This design comes from an exercise in tuning for small area, a short achievable clock period and few clock cycles on the open sky130 flow, not from production work. Only simulation tests tie the RTL to the original design; equivalence was not proved. Power figures rest on the tool's default switching activity, not on a simulated workload.

`flow/config.mk`:
```
export PLATFORM = sky130hd
export DESIGN_NAME = core_top
export DESIGN_NICKNAME = core_top
export VERILOG_FILES = /design/flow/design.v
export SDC_FILE = /design/flow/constraint.sdc
export NUM_CORES = 4
export LEC_CHECK = 0
export CAP_MARGIN = 20
export CORE_MARGIN = 2
export CORE_UTILIZATION = 40
export SLEW_MARGIN = 20
```
`flow/constraint.sdc`:
```
create_clock -name core_clock -period 22.0 [get_ports {clk}]
set_input_delay 4.4000 -clock core_clock [delete_from_list [all_inputs] [get_ports {clk}]]
set_output_delay 4.4000 -clock core_clock [all_outputs]
set_load 0.01 [all_outputs]
```
`flow/design.v`:
```
typedef enum bit [3:0] {
  ALU_OP_SUM = 4'b0000,   
  ALU_OP_DIF = 4'b0001,   
  ALU_OP_AND = 4'b0010,   
  ALU_OP_ORR = 4'b0011,   
  ALU_OP_XOR = 4'b0100,   
  ALU_OP_SLL = 4'b0101,   
  ALU_OP_SLR = 4'b0110,   
  ALU_OP_SAR = 4'b0111,   
  ALU_OP_MUL = 4'b1000,   
  ALU_OP_DIV = 4'b1100    
} alu_op;
module alu #(
    parameter WIDTH = 32
) (
    input [WIDTH-1:0] op1,
    input [WIDTH-1:0] op2,
    input bit [3:0] alu_control,
    output logic [3:0] flags,
    output logic [WIDTH-1:0] result
);
  logic overflow, carry, negative, zero;
  wire carry_in;
  wire [WIDTH:0] sum_res;
  wire [WIDTH-1:0] sum_op2;
  assign carry_in = alu_control[0];
  assign sum_op2 = (alu_control[0] == 0) ? op2 : ~op2;
  assign sum_res = op1 + sum_op2 + carry_in;
  assign negative = (result[WIDTH-1] == 1);
  assign zero = (result == 0);
  always @(*) begin
    overflow = 0;
    carry = 0;
    case (alu_control)
      ALU_OP_SUM, ALU_OP_DIF: begin
        {carry, result} = sum_res;
        overflow = ~(alu_control[0]^op1[WIDTH-1]^op2[WIDTH-1]) & (op1[WIDTH-1]^result[WIDTH-1]);
      end
      ALU_OP_AND: result = op1 & op2;
      ALU_OP_ORR: result = op1 | op2;
      ALU_OP_XOR: result = op1 ^ op2;
      ALU_OP_SLL: result = op1 << op2;   
      ALU_OP_SLR: result = op1 >> op2;   
      ALU_OP_SAR: result = $signed(op1) >>> op2;
      ALU_OP_MUL: result = op1 * op2;
      default: result = 0;   
    endcase
  end
  assign flags = {negative, zero, carry, overflow};
endmodule
module control_unit (
    input [2:0] op,   
    input [2:0] func3,   
    input [10:0] func11,   
    output reg_write,   
    output mem_write,   
    output jump,   
    output jump_cond,   
    output [2:0] jump_cond_type,   
    output logic [3:0] alu_control,   
    output alu_src_op1,   
    output alu_src_op2,   
    output pc_target_src,   
    output logic [3:0] imm_src,
    output logic [1:0] result_src   
);
  typedef enum bit [2:0] {
    OP_A = 3'b000,   
    OP_B = 3'b001,   
    OP_C = 3'b010,   
    OP_D = 3'b011,   
    OP_E = 3'b100,   
    OP_F = 3'b101,   
    OP_G = 3'b110,   
    OP_H = 3'b111    
  } op_type;
  typedef enum bit [2:0] {
    CLIR = 3'b000,
    CUIR = 3'b001,
    JLL  = 3'b010
  } func3_d;
  typedef enum bit [2:0] {
    LDM  = 3'b000,
    JLRL = 3'b010
  } func3_f;
  typedef enum bit [1:0] {
    RESULT_SRC_ALURES = 2'b00,
    RESULT_SRC_MEMRD = 2'b01,
    RESULT_SRC_PCPLUS4 = 2'b10,
    RESULT_SRC_IMM = 2'b11   
  } result_src_t;
  assign reg_write = ~(op[1:0] == 2'b10);   
  assign mem_write = (op == OP_C);
  assign jump = (((op == OP_D) && (func3 == JLL)) || ((op == OP_F) && (func3 == JLRL)));
  assign jump_cond = (op == OP_G);
  assign jump_cond_type = func3;   
  assign alu_src_op1 = (op != OP_D);   
  assign alu_src_op2 = (op != OP_A) && (op != OP_G);   
  assign pc_target_src = (op == OP_F);  
  always @(*) begin
    case (op)
      OP_A: begin
        alu_control = {func11[0],func3};
        imm_src = 4'b0;   
        result_src = RESULT_SRC_ALURES;
      end
      OP_B: begin
        alu_control = {1'b0,func3};
        imm_src = ((func3 == 3'b101) || (func3 == 3'b110)) ? 4'b0001 : 4'b0000;   
        result_src = RESULT_SRC_ALURES;
      end
      OP_C: begin   
        alu_control = 4'b0;   
        imm_src = 4'b100;   
        result_src = RESULT_SRC_ALURES;   
      end
      OP_D: begin   
        alu_control = 4'b0;   
        case (func3)
          CLIR: begin
            imm_src = 4'b1100;
            result_src = RESULT_SRC_ALURES;
          end
          CUIR: begin
            imm_src = 4'b1110;
            result_src = RESULT_SRC_ALURES;
          end
          default: begin
            imm_src = 4'b1100;
            result_src = RESULT_SRC_PCPLUS4;
          end
        endcase
      end
      OP_F: begin
        alu_control = 4'b0;   
        imm_src = 4'b0000;   
        result_src = (func3 == LDM) ? RESULT_SRC_MEMRD : RESULT_SRC_ALURES;
      end
      OP_G: begin
        alu_control = 4'b1;   
        imm_src = 4'b1000;   
        result_src = RESULT_SRC_ALURES;   
      end
      default: begin
        alu_control = 4'b00;
        imm_src = 4'b000;
        result_src = RESULT_SRC_ALURES;
      end
    endcase
  end
endmodule
module hazard_unit (
    input reset,
    input [4:0] de_rs1,
    input [4:0] de_rs2,
    input [4:0] ex_rs1,
    input [4:0] ex_rs2,
    input [4:0] ex_rd,
    input ex_pc_src,
    input [1:0] ex_result_src,
    input [4:0] mem_rd,
    input mem_reg_write,
    input [4:0] wb_rd,
    input wb_reg_write,
    output if_stall,
    output de_stall,
    output de_flush,
    output ex_flush,
    output logic [1:0] ex_op1_forward,
    output logic [1:0] ex_op2_forward
);
  wire ldm_hazard_stall = (ex_result_src == 2'b01) & ((de_rs1 == ex_rd) | (de_rs2 == ex_rd));
  assign if_stall = ldm_hazard_stall | reset;
  assign de_stall = ldm_hazard_stall | reset;
  assign de_flush = ex_pc_src | reset;
  assign ex_flush = ldm_hazard_stall | ex_pc_src | reset;
  always @(*) begin
    if (((ex_rs1 == mem_rd) & mem_reg_write) & (ex_rs1 != 0)) begin
      ex_op1_forward = 2'b10;
    end else if (((ex_rs1 == wb_rd) & wb_reg_write) & (ex_rs1 != 0)) begin
      ex_op1_forward = 2'b01;
    end else begin
      ex_op1_forward = 2'b00;
    end
    if (((ex_rs2 == mem_rd) & mem_reg_write) & (ex_rs2 != 0)) begin
      ex_op2_forward = 2'b10;
    end else if (((ex_rs2 == wb_rd) & wb_reg_write) & (ex_rs2 != 0)) begin
      ex_op2_forward = 2'b01;
    end else begin
      ex_op2_forward = 2'b00;
    end
  end
endmodule
module imm_extend (
    input [25:0] imm_in,   
    input [3:0] imm_src,   
    output logic [31:0] imm_out   
);
  wire sign;   
  assign sign = (imm_src[0] == 1'b0) ? imm_in[25] : 1'b0;
  wire [15:0] imm_type_bf;
  wire [15:0] imm_type_c;
  wire [20:0] imm_type_d;
  wire [17:0] imm_type_g;
  assign imm_type_bf = imm_in[25-:16];
  assign imm_type_c  = {imm_in[25-:11], imm_in[4-:5]};
  assign imm_type_d  = imm_in[25-:21];
  assign imm_type_g  = {imm_type_c, 2'b00};   
  always @(*) begin
    case (imm_src)
      4'b0000, 4'b0001: imm_out = {{16{sign}}, imm_type_bf};   
      4'b0100, 4'b0101: imm_out = {{16{sign}}, imm_type_c};   
      4'b1000, 4'b1001: imm_out = {{14{sign}}, imm_type_g};   
      4'b1100, 4'b1101:
      imm_out = {{11{sign}}, imm_type_d};   
      default: imm_out = {imm_type_d, {11{1'b0}}};   
    endcase
  end
endmodule
module jump_cond_ctrl (
    input jump_cond,
    input [2:0] jump_cond_type,
    input [3:0] alu_flags,
    output logic jump_cond_true
);
  typedef enum bit [2:0] {
    COND_EQ = 3'b000,   
    COND_NE = 3'b001,   
    COND_GT = 3'b010,   
    COND_LT = 3'b011,   
    COND_GE = 3'b100,   
    COND_LE = 3'b101    
  } jump_cond_t;
  wire negative, zero, carry, overflow, ge, gt;
  assign {negative, zero, carry, overflow} = alu_flags;
  assign ge = (negative == overflow);
  assign gt = (~zero & ge);
  always @(*) begin
    if (jump_cond) begin
      case (jump_cond_type)
        COND_EQ: jump_cond_true = zero;
        COND_NE: jump_cond_true = ~zero;
        COND_GT: jump_cond_true = gt;
        COND_LT: jump_cond_true = ~ge;
        COND_GE: jump_cond_true = ge;
        COND_LE: jump_cond_true = ~gt;
        default: jump_cond_true = 1'b0;
      endcase
    end else begin
      jump_cond_true = 1'b0;
    end
  end
endmodule
module register_file #(
    parameter REGISTERS = 32,
    WIDTH = 32
) (
    input clk,
    we3,
    input [($clog2(REGISTERS))-1:0] a1,
    input [($clog2(REGISTERS))-1:0] a2,
    input [($clog2(REGISTERS))-1:0] a3,
    input [WIDTH-1:0] wd3,
    output [WIDTH-1:0] rd1,
    output [WIDTH-1:0] rd2
);
  reg [WIDTH-1:0] registers[REGISTERS-1:0];
  assign rd1 = (a1 == 0) ? 0 : (we3 && (a3 == a1)) ? wd3 : registers[a1];
  assign rd2 = (a2 == 0) ? 0 : (we3 && (a3 == a2)) ? wd3 : registers[a2];
  always @(posedge clk) begin
    if (we3) registers[a3] <= wd3;
  end
endmodule
module stage_instruction_fetch (
    input clk,
    input reset,
    input de_clear,
    input if_stall,
    input de_stall,
    input ex_pc_src,   
    input [31:0] ex_pc_target,
    input [31:0] if_instr_rd,   
    output [31:0] if_pc_next_instr_mem,   
    output reg [31:0] de_instr,   
    output reg [31:0] de_pc,
    output reg [31:0] de_pc_plus4
);
  logic [31:0] if_pc_plus4;
  logic [31:0] if_pc_next;
  logic [31:0] if_pc;
  assign if_pc_plus4 = if_pc + 4;
  assign if_pc_next = (ex_pc_src == 0) ? if_pc_plus4 : ex_pc_target;
  assign if_pc_next_instr_mem = (reset) ? 32'b0 : if_pc_next;
  always @(posedge clk) begin
    if (reset) if_pc <= -4;
    else if (~if_stall) if_pc <= if_pc_next;
  end
  always @(posedge clk) begin
    if (de_clear) begin
      de_instr <= 0;
      de_pc <= 0;
      de_pc_plus4 <= 0;
    end else if (~de_stall) begin
      de_instr <= if_instr_rd;
      de_pc <= if_pc;
      de_pc_plus4 <= if_pc_plus4;
    end
  end
endmodule
module stage_decode (
    input clk,
    input ex_clear,
    input [31:0] de_instr,
    input [31:0] de_pc,
    input [31:0] de_pc_plus4,
    input [31:0] wb_result,
    input wb_reg_write,
    input [4:0] wb_rd,
    output reg ex_reg_write,
    output reg ex_mem_write,
    output reg ex_jump,
    output reg ex_jump_cond,
    output reg [2:0] ex_jump_cond_type,
    output reg [3:0] ex_alu_control,
    output reg ex_alu_src_op1,
    output reg ex_alu_src_op2,
    output reg ex_pc_target_src,
    output reg [1:0] ex_result_src,
    output reg [31:0] ex_pc,
    output reg [31:0] ex_pc_plus_4,
    output reg [31:0] ex_imm_ext,
    output reg [31:0] ex_rd1,
    output reg [31:0] ex_rd2,
    output reg [4:0] ex_rd,
    output reg [4:0] ex_rs1,
    output reg [4:0] ex_rs2,
    output [4:0] de_rs1,
    output [4:0] de_rs2
);
  logic [3:0] imm_src;
  logic [31:0] rd1;
  logic [31:0] rd2;
  logic [31:0] imm_out;
  logic reg_write;
  logic mem_write;
  logic jump;
  logic jump_cond;
  logic alu_src_op1;
  logic alu_src_op2;
  logic pc_target_src;
  logic [1:0] result_src;
  logic [2:0] jump_cond_type;
  logic [3:0] alu_control;
  logic [4:0] rs1;
  logic [4:0] rs2;
  logic [4:0] rd;
  assign rs1 = de_instr[15:11];
  assign rs2 = de_instr[20:16];
  assign rd  = de_instr[10:6];
  register_file reg_file (
      .clk(clk),   
      .we3(wb_reg_write),
      .a1(rs1),
      .a2(rs2),
      .a3(wb_rd),
      .wd3(wb_result),
      .rd1(rd1),
      .rd2(rd2)
  );
  control_unit ctrl_unit (
      .op(de_instr[2:0]),
      .func3(de_instr[5:3]),
      .func11(de_instr[31:21]),
      .reg_write(reg_write),
      .mem_write(mem_write),
      .jump(jump),
      .jump_cond(jump_cond),
      .jump_cond_type(jump_cond_type),
      .alu_control(alu_control),
      .alu_src_op1(alu_src_op1),
      .alu_src_op2(alu_src_op2),
      .pc_target_src(pc_target_src),
      .imm_src(imm_src),
      .result_src(result_src)
  );
  imm_extend imm_ext (
      .imm_in (de_instr[31:6]),
      .imm_src(imm_src),
      .imm_out(imm_out)
  );
  assign de_rs1 = rs1;
  assign de_rs2 = rs2;
  always @(posedge clk) begin
    if (ex_clear) begin
      ex_reg_write      <= 0;
      ex_mem_write      <= 0;
      ex_jump           <= 0;
      ex_jump_cond      <= 0;
      ex_jump_cond_type <= 0;
      ex_alu_control    <= 0;
      ex_alu_src_op1    <= 0;
      ex_alu_src_op2    <= 0;
      ex_pc_target_src  <= 0;
      ex_result_src     <= 0;
      ex_pc             <= 0;
      ex_pc_plus_4      <= 0;
      ex_imm_ext        <= 0;
      ex_rd1            <= 0;
      ex_rd2            <= 0;
      ex_rd             <= 0;
      ex_rs1            <= 0;
      ex_rs2            <= 0;
    end else begin
      ex_reg_write      <= reg_write;
      ex_mem_write      <= mem_write;
      ex_jump           <= jump;
      ex_jump_cond      <= jump_cond;
      ex_jump_cond_type <= jump_cond_type;
      ex_alu_control    <= alu_control;
      ex_alu_src_op1    <= alu_src_op1;
      ex_alu_src_op2    <= alu_src_op2;
      ex_pc_target_src  <= pc_target_src;
      ex_result_src     <= result_src;
      ex_pc             <= de_pc;
      ex_pc_plus_4      <= de_pc_plus4;
      ex_imm_ext        <= imm_out;
      ex_rd1            <= rd1;
      ex_rd2            <= rd2;
      ex_rd             <= rd;
      ex_rs1            <= rs1;
      ex_rs2            <= rs2;
    end
  end
endmodule
module stage_execute (
    input clk,
    input reset, 
    input mem_clear,
    input ex_reg_write,
    input ex_mem_write,
    input ex_jump,
    input ex_jump_cond,
    input [2:0] ex_jump_cond_type,
    input [3:0] ex_alu_control,
    input ex_alu_src_op1,
    input ex_alu_src_op2,
    input ex_pc_target_src,
    input [1:0] ex_result_src,
    input [31:0] ex_pc,
    input [31:0] ex_pc_plus_4,
    input [31:0] ex_imm_ext,
    input [31:0] ex_rd1,
    input [31:0] ex_rd2,
    input [4:0] ex_rd,
    input [31:0] wb_result,
    input [1:0] ex_op1_forward,
    input [1:0] ex_op2_forward,
    output reg mem_reg_write,
    output reg mem_mem_write,
    output reg [1:0] mem_result_src,
    output reg [31:0] mem_alu_result,
    output reg [31:0] mem_write_data,
    output reg [31:0] mem_pc_plus_4,
    output reg [31:0] mem_imm_ext,
    output reg [ 4:0] mem_rd,
    output ex_pc_src,
    output [31:0] ex_pc_target
);
  logic [31:0] pre_op1;
  logic [31:0] op1;
  logic [31:0] write_data;
  logic [31:0] op2;
  logic [3:0] alu_flags;
  logic jump_cond_true;
  logic [31:0] alu_result;
  reg [31:0] mem_alu_result_proxy;
  always @(*) begin
    case (ex_op1_forward)
      2'b01:   pre_op1 = wb_result;
      2'b10:   pre_op1 = mem_alu_result_proxy;
      default: pre_op1 = ex_rd1;
    endcase
    case (ex_op2_forward)
      2'b01:   write_data = wb_result;
      2'b10:   write_data = mem_alu_result_proxy;
      default: write_data = ex_rd2;
    endcase
  end
  jump_cond_ctrl cond_unit (
      .jump_cond(ex_jump_cond),
      .jump_cond_type(ex_jump_cond_type),
      .alu_flags(alu_flags),
      .jump_cond_true(jump_cond_true)
  );
  alu alu0 (
      .op1(op1),
      .op2(op2),
      .alu_control(ex_alu_control),
      .flags(alu_flags),
      .result(alu_result)
  );
  assign op1 = (ex_alu_src_op1) ? pre_op1 : 32'b0;
  assign op2 = (ex_alu_src_op2) ? ex_imm_ext : write_data;
  assign mem_alu_result = mem_alu_result_proxy;
  assign ex_pc_target = (ex_pc_target_src)? alu_result : ex_pc + ex_imm_ext;
  assign ex_pc_src = ((ex_jump_cond & jump_cond_true) | (ex_jump)) & (~reset);
  always @(posedge clk) begin
    if (mem_clear) begin
      mem_reg_write        <= 0;
      mem_mem_write        <= 0;
      mem_result_src       <= 0;
      mem_alu_result_proxy <= 0;
      mem_write_data       <= 0;
      mem_pc_plus_4        <= 0;
      mem_imm_ext          <= 0;
      mem_rd               <= 0;
    end else begin
      mem_reg_write        <= ex_reg_write;
      mem_mem_write        <= ex_mem_write;
      mem_result_src       <= ex_result_src;
      mem_alu_result_proxy <= alu_result;
      mem_write_data       <= write_data;
      mem_pc_plus_4        <= ex_pc_plus_4;
      mem_imm_ext          <= ex_imm_ext;
      mem_rd               <= ex_rd;
    end
  end
endmodule
module stage_memory (
    input clk,
    input wb_clear,
    input mem_reg_write,
    input mem_mem_write,
    input [1:0] mem_result_src,
    input [31:0] mem_alu_result,
    input [31:0] mem_write_data,
    input [31:0] mem_pc_plus_4,
    input [31:0] mem_imm_ext,
    input [ 4:0] mem_rd,
    input [31:0] mem_read_result,
    output reg wb_reg_write,
    output reg [1:0] wb_result_src,
    output reg [31:0] wb_alu_result,
    output reg [31:0] wb_read_result,
    output reg [31:0] wb_pc_plus_4,
    output reg [31:0] wb_imm_ext,
    output reg [ 4:0] wb_rd
);
  assign wb_read_result = mem_read_result;
  always @(posedge clk) begin
    if (wb_clear) begin
      wb_reg_write <= 0;
      wb_result_src <= 0;
      wb_alu_result <= 0;
      wb_pc_plus_4 <= 0;
      wb_imm_ext <= 0;
      wb_rd <= 0;
    end else begin
      wb_reg_write <= mem_reg_write;
      wb_result_src <= mem_result_src;
      wb_alu_result <= mem_alu_result;
      wb_pc_plus_4 <= mem_pc_plus_4;
      wb_imm_ext <= mem_imm_ext;
      wb_rd <= mem_rd;
    end
  end
endmodule
module stage_writeback(
    input [1:0] wb_result_src,
    input [31:0] wb_alu_result,
    input [31:0] wb_read_result,
    input [31:0] wb_pc_plus_4,
    input [31:0] wb_imm_ext,
    output reg [31:0] wb_result
);
always @(*) begin
    case (wb_result_src)
        2'b01: wb_result =  wb_read_result;
        2'b10: wb_result =  wb_pc_plus_4;
        2'b11: wb_result = wb_imm_ext;
        default: wb_result = wb_alu_result;
    endcase
end
endmodule
module core_top (
    input clk,
    input reset,
    input [31:0] instr_memory_data,
    input [31:0] data_memory_data,
    output [31:0] instr_memory_addr,
    output [31:0] data_memory_addr,
    output [31:0] data_memory_wd,
    output data_memory_we,
    output instr_memory_enable
);
  wire if_stall;
  wire [31:0] if_instr_rd;   
  wire [31:0] if_pc_next_instr_mem;   
  wire de_clear;
  wire de_stall;
  wire [31:0] de_instr;   
  wire [31:0] de_pc;
  wire [31:0] de_pc_plus4;
  wire [4:0] de_rs1;
  wire [4:0] de_rs2;
  wire ex_clear;
  wire ex_reg_write;
  wire ex_mem_write;
  wire ex_jump;
  wire ex_jump_cond;
  wire [2:0] ex_jump_cond_type;
  wire [3:0] ex_alu_control;
  wire ex_alu_src_op1;
  wire ex_alu_src_op2;
  wire ex_pc_target_src;
  wire [1:0] ex_result_src;
  wire [31:0] ex_pc;
  wire [31:0] ex_pc_plus_4;
  wire [31:0] ex_imm_ext;
  wire [31:0] ex_rd1;
  wire [31:0] ex_rd2;
  wire [4:0] ex_rs1;
  wire [4:0] ex_rs2;
  wire [4:0] ex_rd;
  wire ex_pc_src;
  wire [31:0] ex_pc_target;
  wire mem_clear;
  wire mem_reg_write;
  wire mem_mem_write;
  wire [1:0] mem_result_src;
  wire [31:0] mem_alu_result;
  wire [31:0] mem_write_data;
  wire [31:0] mem_pc_plus_4;
  wire [31:0] mem_imm_ext;
  wire [4:0] mem_rd;
  wire [31:0] mem_read_result;
  wire wb_clear;
  wire wb_reg_write;
  wire [1:0] wb_result_src;
  wire [31:0] wb_alu_result;
  wire [31:0] wb_read_result;
  wire [31:0] wb_pc_plus_4;
  wire [31:0] wb_imm_ext;
  wire [4:0] wb_rd;
  wire [31:0] wb_result;
  wire [1:0] ex_op1_forward;
  wire [1:0] ex_op2_forward;
  assign instr_memory_addr = if_pc_next_instr_mem;
  assign if_instr_rd = instr_memory_data;
  assign instr_memory_enable = ~if_stall;
  assign mem_clear = reset;
  assign wb_clear = reset;
  stage_instruction_fetch instf (
      .clk(clk),
      .reset(reset),
      .de_clear(de_clear),
      .if_stall(if_stall),
      .de_stall(de_stall),
      .ex_pc_src(ex_pc_src),
      .ex_pc_target(ex_pc_target),
      .if_instr_rd(if_instr_rd),
      .if_pc_next_instr_mem(if_pc_next_instr_mem),   
      .de_instr(de_instr),
      .de_pc(de_pc),
      .de_pc_plus4(de_pc_plus4)
  );
  stage_decode de (
      .clk(clk),
      .ex_clear(ex_clear),
      .de_instr(de_instr),
      .de_pc(de_pc),
      .de_pc_plus4(de_pc_plus4),
      .wb_result(wb_result),
      .wb_reg_write(wb_reg_write),
      .wb_rd(wb_rd),
      .ex_reg_write(ex_reg_write),
      .ex_mem_write(ex_mem_write),
      .ex_jump(ex_jump),
      .ex_jump_cond(ex_jump_cond),
      .ex_jump_cond_type(ex_jump_cond_type),
      .ex_alu_control(ex_alu_control),
      .ex_alu_src_op1(ex_alu_src_op1),
      .ex_alu_src_op2(ex_alu_src_op2),
      .ex_pc_target_src(ex_pc_target_src),
      .ex_result_src(ex_result_src),
      .ex_pc(ex_pc),
      .ex_pc_plus_4(ex_pc_plus_4),
      .ex_imm_ext(ex_imm_ext),
      .ex_rd1(ex_rd1),
      .ex_rd2(ex_rd2),
      .ex_rd(ex_rd),
      .ex_rs1(ex_rs1),
      .ex_rs2(ex_rs2),
      .de_rs1(de_rs1),
      .de_rs2(de_rs2)
  );
  stage_execute ex (
      .clk(clk),
      .reset(reset),
      .mem_clear(mem_clear),
      .ex_reg_write(ex_reg_write),
      .ex_mem_write(ex_mem_write),
      .ex_jump(ex_jump),
      .ex_jump_cond(ex_jump_cond),
      .ex_jump_cond_type(ex_jump_cond_type),
      .ex_alu_control(ex_alu_control),
      .ex_alu_src_op1(ex_alu_src_op1),
      .ex_alu_src_op2(ex_alu_src_op2),
      .ex_pc_target_src(ex_pc_target_src),
      .ex_result_src(ex_result_src),
      .ex_pc(ex_pc),
      .ex_pc_plus_4(ex_pc_plus_4),
      .ex_imm_ext(ex_imm_ext),
      .ex_rd1(ex_rd1),
      .ex_rd2(ex_rd2),
      .ex_rd(ex_rd),
      .wb_result(wb_result),
      .ex_op1_forward(ex_op1_forward),
      .ex_op2_forward(ex_op2_forward),
      .mem_reg_write(mem_reg_write),
      .mem_mem_write(mem_mem_write),
      .mem_result_src(mem_result_src),
      .mem_alu_result(mem_alu_result),
      .mem_write_data(mem_write_data),
      .mem_pc_plus_4(mem_pc_plus_4),
      .mem_imm_ext(mem_imm_ext),
      .mem_rd(mem_rd),
      .ex_pc_src(ex_pc_src),
      .ex_pc_target(ex_pc_target)
  );
  assign data_memory_addr = mem_alu_result;
  assign data_memory_wd   = mem_write_data;
  assign data_memory_we   = mem_mem_write;
  assign mem_read_result  = data_memory_data;
  stage_memory mem (
      .clk(clk),
      .wb_clear(wb_clear),
      .mem_reg_write(mem_reg_write),
      .mem_mem_write(mem_mem_write),
      .mem_result_src(mem_result_src),
      .mem_alu_result(mem_alu_result),
      .mem_write_data(mem_write_data),
      .mem_pc_plus_4(mem_pc_plus_4),
      .mem_imm_ext(mem_imm_ext),
      .mem_rd(mem_rd),
      .mem_read_result(mem_read_result),
      .wb_reg_write(wb_reg_write),
      .wb_result_src(wb_result_src),
      .wb_alu_result(wb_alu_result),
      .wb_read_result(wb_read_result),
      .wb_pc_plus_4(wb_pc_plus_4),
      .wb_imm_ext(wb_imm_ext),
      .wb_rd(wb_rd)
  );
  stage_writeback wb (
      .wb_result_src(wb_result_src),
      .wb_alu_result(wb_alu_result),
      .wb_read_result(wb_read_result),
      .wb_pc_plus_4(wb_pc_plus_4),
      .wb_imm_ext(wb_imm_ext),
      .wb_result(wb_result)
  );
  hazard_unit hazard_u (
      .reset(reset),
      .de_rs1(de_rs1),
      .de_rs2(de_rs2),
      .ex_rs1(ex_rs1),
      .ex_rs2(ex_rs2),
      .ex_rd(ex_rd),
      .ex_pc_src(ex_pc_src),
      .ex_result_src(ex_result_src),
      .mem_rd(mem_rd),
      .mem_reg_write(mem_reg_write),
      .wb_rd(wb_rd),
      .wb_reg_write(wb_reg_write),
      .if_stall(if_stall),
      .de_stall(de_stall),
      .de_flush(de_clear),
      .ex_flush(ex_clear),
      .ex_op1_forward(ex_op1_forward),
      .ex_op2_forward(ex_op2_forward)
  );
endmodule
```
`flow/run.sh`:
```
#!/bin/bash
# synth_recipe.tcl (not shown) runs the flow's synth.tcl, then flattens the netlist and writes it again
# the make line also repeats each setting of config.mk as NAME=value (left out here)
make -C /OpenROAD-flow-scripts/flow DESIGN_CONFIG=/design/flow/config.mk WORK_HOME=/design/flow/orfs CLKGATE_MAP_FILE= SYNTH_SCRIPT=/design/flow/synth_recipe.tcl finish
```
==> tab_implementation.tex <==
\begin{tabular}{lr}
\hline
Metric & Value \\
\hline
\multicolumn{2}{l}{\textbf{Outcome}} \\
\quad Run status & timing/DRC/antenna clean \\
\multicolumn{2}{l}{\textbf{Critical path}} \\
\quad Critical Path Start & data\_memory\_data[11] \\
\quad Critical path launch point type & primary input \\
\quad Register-to-Register Setup Slack & roughly 8.4 ns \\
\quad CP Capture Point & instr\_memory\_addr[25] \\
\quad Most frequent CP cell & fa\_1 \\
\quad CP required & 17.60 ns \\
\quad Worst path slowest cell & mux4\_2 \\
\quad Endpoint class of the critical path & primary output \\
\quad Worst-path maximum fanout & 37 \\
\quad Startpoint of the most critical register-to-register path & mem.wb\_rd[3]\$\_SDFF\_PP0\_ \\
\quad Critical path data arrival time & 17.16 ns \\
\quad Number of cell instances on the worst register-to-register path & 37 \\
\quad Worst path max stage delay & 0.90 ns \\
\quad Setup Crit Path Kind & in -> out \\
\quad Endpoint of the worst register-to-register path & instf.de\_pc\_plus4[21]\$\_SDFFE\_PP0P\_ \\
\multicolumn{2}{l}{\textbf{Die}} \\
\quad Number of placement rows & about 180 \\
\quad Core area & roughly 230000 µm² \\
\quad DIE AREA & 239400 µm² \\
\quad Starting utilization of the core area & 0.4013 \\
\quad Die span in y & 489.3 µm \\
\quad IO Count & 164 \\
\quad Chip width & between 400 and 500 µm \\
\multicolumn{2}{l}{\textbf{Synthesis}} \\
\quad Syn Std Cell Area & 94210 µm² \\
\quad Most used flip-flop cell after synthesis & edfxtp\_1 \\
\quad Post-synthesis sequential element count & 1580 \\
\quad Proportion of synthesized chip area in sequential cells & 0.4446 \\
\quad Number of enable-type register cells in the synthesized netlist & between 1000 and 1500 \\
\quad Number of distinct library cells after synthesis & 100 \\
\quad Total of warnings raised by yosys & 13 \\
\quad FFs w/ async S/R, synth & 0 \\
\quad Synth Area per Inst & roughly 12 µm² \\
\quad Synthesized Nets & about 9000 \\
\quad Cell count after synthesis & $\sim$8000 \\
\multicolumn{2}{l}{\textbf{GRT}} \\
\quad Pin count of the biggest net entering global routing & approximately 100 \\
\quad Number of global-route vias before repair & 71100 \\
\quad Global Route Usage Sum & 0.3161 \\
\quad Wire length of the first global-routing pass & 538500 µm \\
\quad Number of antenna violations at the first check in global routing & 22 \\
\quad Global-route congestion overflow total & 0 \\
\multicolumn{2}{l}{\textbf{Power and ir drop}} \\
\quad Sequential share of power & 0.406 \\
\quad Power per standard cell area & roughly 80 nW/µm² \\
\quad Logic pwr share & 0.245 \\
\quad Total leakage power & 37.66 nW \\
\quad Final total power & between 0.008 and 0.009 W \\
\quad Worst ir drop on vdd & roughly 0.07 mV \\
\quad Switching power of the nets & between 0.002 and 0.003 W \\
\quad Switching part of the total power & 0.3301 \\
\quad Internal power consumption & 0.005653 W \\
\quad Clock network fraction of total power & 0.349 \\
\multicolumn{2}{l}{\textbf{Clocking}} \\
\quad Clock tree sinks & 1580 \\
\quad Worst-path clk slew & 0.06 ns \\
\quad Maximum level of the CTS H-tree & 4 \\
\quad Number of buffers created by CTS & approximately 170 \\
\quad Clock insertion delay at the later pin of the skew report & 0.86 ns \\
\quad Library cell used as clock root buffer & clkbuf\_16 \\
\quad Clock tree from TritonCTS & done \\
\quad Buffer depth of the longest clock path & 3 \\
\quad Post-CTS setup repair buffer count & 0 \\
\multicolumn{2}{l}{\textbf{Detailed routing}} \\
\quad Total Wirelength & between 300000 and 400000 µm \\
\quad Via density per instance & 6.355 \\
\quad Drt first-iter violations & 9707 \\
\quad Number of nets with antenna violations after routing & 0 \\
\quad First-pass detailed-route iteration total & 8 \\
\quad Via total after detailed routing & about 72000 \\
\quad Post-route DRC & 0 \\
\quad Routed WL per cell & 33.67 µm \\
\multicolumn{2}{l}{\textbf{Finish}} \\
\quad Summed area of non-filler cells in the final layout & 106000 µm² \\
\quad Filler Cells Inserted & 21520 \\
\quad Share of final-layout standard cells stronger than drive strength 1 & 0.1514 \\
\quad Area growth from synthesis to final layout & 12.52\% \\
\quad Net count reported at finish & 8817 \\
\quad Post-Layout Cell Count & 11390 \\
\quad Multi-input gate area & 48520 µm² \\
\quad Sequential cell area & about 42000 µm² \\
\multicolumn{2}{l}{\textbf{STA}} \\
\quad Worst slew pin tran & roughly 1.3 ns \\
\quad Finish-stage setup viols & 0 \\
\quad Setup repair after global routing missed its margin & false \\
\quad Worst-case setup margin in the final layout & 0.4386 ns \\
\quad Fin crit period & around 22 ns \\
\quad Final period util & 0.9801 \\
\quad Final Hold Viols & 0 \\
\quad Max Fclk & 46.38 MHz \\
\quad Worst slew margin relative to its limit & 0.1368 \\
\quad Setup TNS Final & 0 ns \\
\quad Clock skew after layout & between 0.06 and 0.07 ns \\
\quad Final count of pins violating max slew & 0 \\
\multicolumn{2}{l}{\textbf{Place}} \\
\quad Placed instance count & 11070 \\
\quad Post-place setup slack & 0.5237 ns \\
\quad Instance area after placement & 100200 µm² \\
\quad Detailed placer's ending HPWL & roughly 270000 µm \\
\quad Count of buffers from port buffering & 163 \\
\quad GP Congestion & 1.022 \\
\multicolumn{2}{l}{\textbf{Run}} \\
\quad Max Cap Violations & 0 \\
\multicolumn{2}{l}{\textbf{Worst hold path}} \\
\quad Type of the most critical hold path & reg -> reg \\
\hline
\end{tabular}
## layer usage
metal / global-route usage / routed length [µm] / vias up / share of wire
met1: 0.4135 / 145600 / 36840 / 0.38
met5: 0 / 34 / - / 0.000089
met2: 0.4817 / 170300 / 4685 / 0.44
met4: 0.1831 / 26750 / 4 / 0.070
li1: - / - / 29770 / -
met3: 0.07230 / 40970 / 1113 / 0.11
## cell usage after synthesis (all sizes together) (60+ instances only)
library cell,count,area share
a211oi,197,0.016
and2,118,0.0078
mux2,76,0.0091
buf,185,0.0084
o22ai,81,0.0054
ha,249,0.033
edfxtp,1024,0.33
dfxtp,556,0.12
o221ai,60,0.0056
nor3,173,0.0094
o211ai,75,0.0061
inv,526,0.021
a221oi,87,0.0084
xnor2,155,0.014
nor2,717,0.029
nand2,573,0.023
o21ai,218,0.012
xor2,60,0.0056
and3,85,0.0056
mux2i,256,0.027
mux4,483,0.12
nor2b,175,0.012
fa,410,0.087
clkbuf,396,0.016
nand3,106,0.0057
a21oi,379,0.020
## state kept, by name (all words and copies together), names as in the netlist, 5 cells and up
name / count
de.ex_imm_ext: 32
de.ex_pc: 30
de.ex_pc_plus_4: 32
de.ex_rd: 5
de.ex_rd1: 32
de.ex_rd2: 32
de.ex_rs1: 5
de.ex_rs2: 5
de.reg_file.registers: 1024
ex.mem_alu_result_proxy: 32
ex.mem_imm_ext: 32
ex.mem_pc_plus_4: 32
ex.mem_rd: 5
ex.mem_write_data: 32
instf.de_instr: 32
instf.de_pc: 30
instf.de_pc_plus4: 32
instf.if_pc: 32
mem.wb_alu_result: 32
mem.wb_imm_ext: 32
mem.wb_pc_plus_4: 32
mem.wb_rd: 5
## cell usage in the layout (no fill, tap or decap), types with 255 or more instances in the layout
master and count:
fa_1 410, mux4_2 483, mux2i_1 255, buf_4 268, nor2_1 680, nand2_1 568, edfxtp_1 1024, dfxtp_1 541
inv_1 515, a21oi_1 378
## power groups by stage
| stage | clock network, W | logic, W | registers (W) |
|---|---|---|---|
| detailed placement | 0 | 0.00200 | 0.00348 |
| global route | 0.00309 | 0.00217 | 0.00342 |
| global placement | 0 | 0.00199 | 0.00348 |
| CTS | 0.00297 | 0.00201 | 0.00341 |
| floorplan | 0 | 0.00116 | 0.00339 |
| finish | 0.00294 | 0.00207 | 0.00342 |
## critical path: cells and delay by family
kind | cells | cell delay [ns]
adders and majority gates | 9 | 4.27
and+or+nand+nor | 8 | 1.63
AOI/OAI and AO/OA | 7 | 2.49
muxes | 3 | 1.59
buffers and inverters | 6 | 2.34
xor gates and xnor gates | 1 | 0.39
## area by class of cell
| type | count | area share |
|---|---|---|
| multi-input combinational | 5361 | 0.4577 |
| timing repair buffer | 440 | 0.03603 |
| clock buffer | 207 | 0.04256 |
| antenna | 10 | 0.0002361 |
| tap | 3150 | 0.03718 |
| inverter | 543 | 0.01925 |
| sequential | 1580 | 0.3955 |
| clock inverter | 103 | 0.01153 |
## cells by family (layout without fill, tap and decap cells)
kind of cell | after synthesis | after routing | synth area share
simple gates | 2159 | 2159 | 0.1071
mux | 815 | 815 | 0.1518
buf+inv | 1124 | 1293 | 0.04579
flops | 1580 | 1580 | 0.4446
compound gates | 1508 | 1508 | 0.1094
other cells | 0 | 10 | 0
fa+ha+maj | 659 | 659 | 0.1202
xor+xnor | 220 | 220 | 0.02118
## how the worst min path moves through the flow
| stage | endpoint | slack [ns] | start | depth (start not counted) |
|---|---|---|---|---|
| floorplan | ex.mem_mem_write$_SDFF_PP0_ | 0.41 | de.ex_mem_write$_SDFF_PP0_ | 1 |
| global placement | mem.wb_imm_ext[18]$_SDFF_PP0_ | 0.42 | ex.mem_imm_ext[18]$_SDFF_PP0_ | 1 |
| detailed placement | mem.wb_imm_ext[24]$_SDFF_PP0_ | 0.42 | ex.mem_imm_ext[24]$_SDFF_PP0_ | 1 |
| CTS | mem.wb_imm_ext[24]$_SDFF_PP0_ | 0.42 | ex.mem_imm_ext[24]$_SDFF_PP0_ | 1 |
| global route | mem.wb_imm_ext[24]$_SDFF_PP0_ | 0.45 | ex.mem_imm_ext[24]$_SDFF_PP0_ | 1 |
| finish | mem.wb_imm_ext[22]$_SDFF_PP0_ | 0.43 | ex.mem_imm_ext[22]$_SDFF_PP0_ | 1 |
## what timing repair did
| item | in CTS | in global routing |
|---|---|---|
| hold endpoints to repair | 0 | 0 |
| endpoints found under the setup margin | 0 | 4 |
| resized for setup | 0 | 1 |
| hold buffers | 0 | 0 |
## metrics by stage
| step | utilization | hold slack, ns |
|---|---|---|
| 2_1_floorplan | - | 0.4138 |
| 3_3_place_gp | 0.4268 | 0.4161 |
| 3_5_place_dp | 0.4269 | 0.4204 |
| 4_1_cts | 0.4513 | 0.4173 |
| 5_1_grt | 0.4515 | 0.4456 |
| 6_report | 0.4516 | 0.4265 |
Testbench counts, summed over its fixed seeds: cycles 46,491.

==> what the ideal ports hide <==
The results above use ideal ports. As a check the final layout listed here was re-extracted and re-timed, cells and wires unchanged. Step 1, drivers: a clkbuf_16 drives clk and a buf_2 each remaining input, both assumed. Step 2 moves the port delays by t, midway between the first and last clock arrival at a register: inputs arrive t later, outputs are due t later. That takes back most of the time a late clock gives input paths. Slacks: no drivers / after step 1 / after step 2; pairs: no drivers / after step 1.
shift t [ns]: 0.931
setup slack, ns: 0.439 / 0.416 / 0.416
latest minus earliest clock arrival (ns): 0.061 / 0.061
After both steps this run still meets setup and hold. The setup slack of this run moves by -0.023 ns with the drivers and by -0.023 ns with both steps.
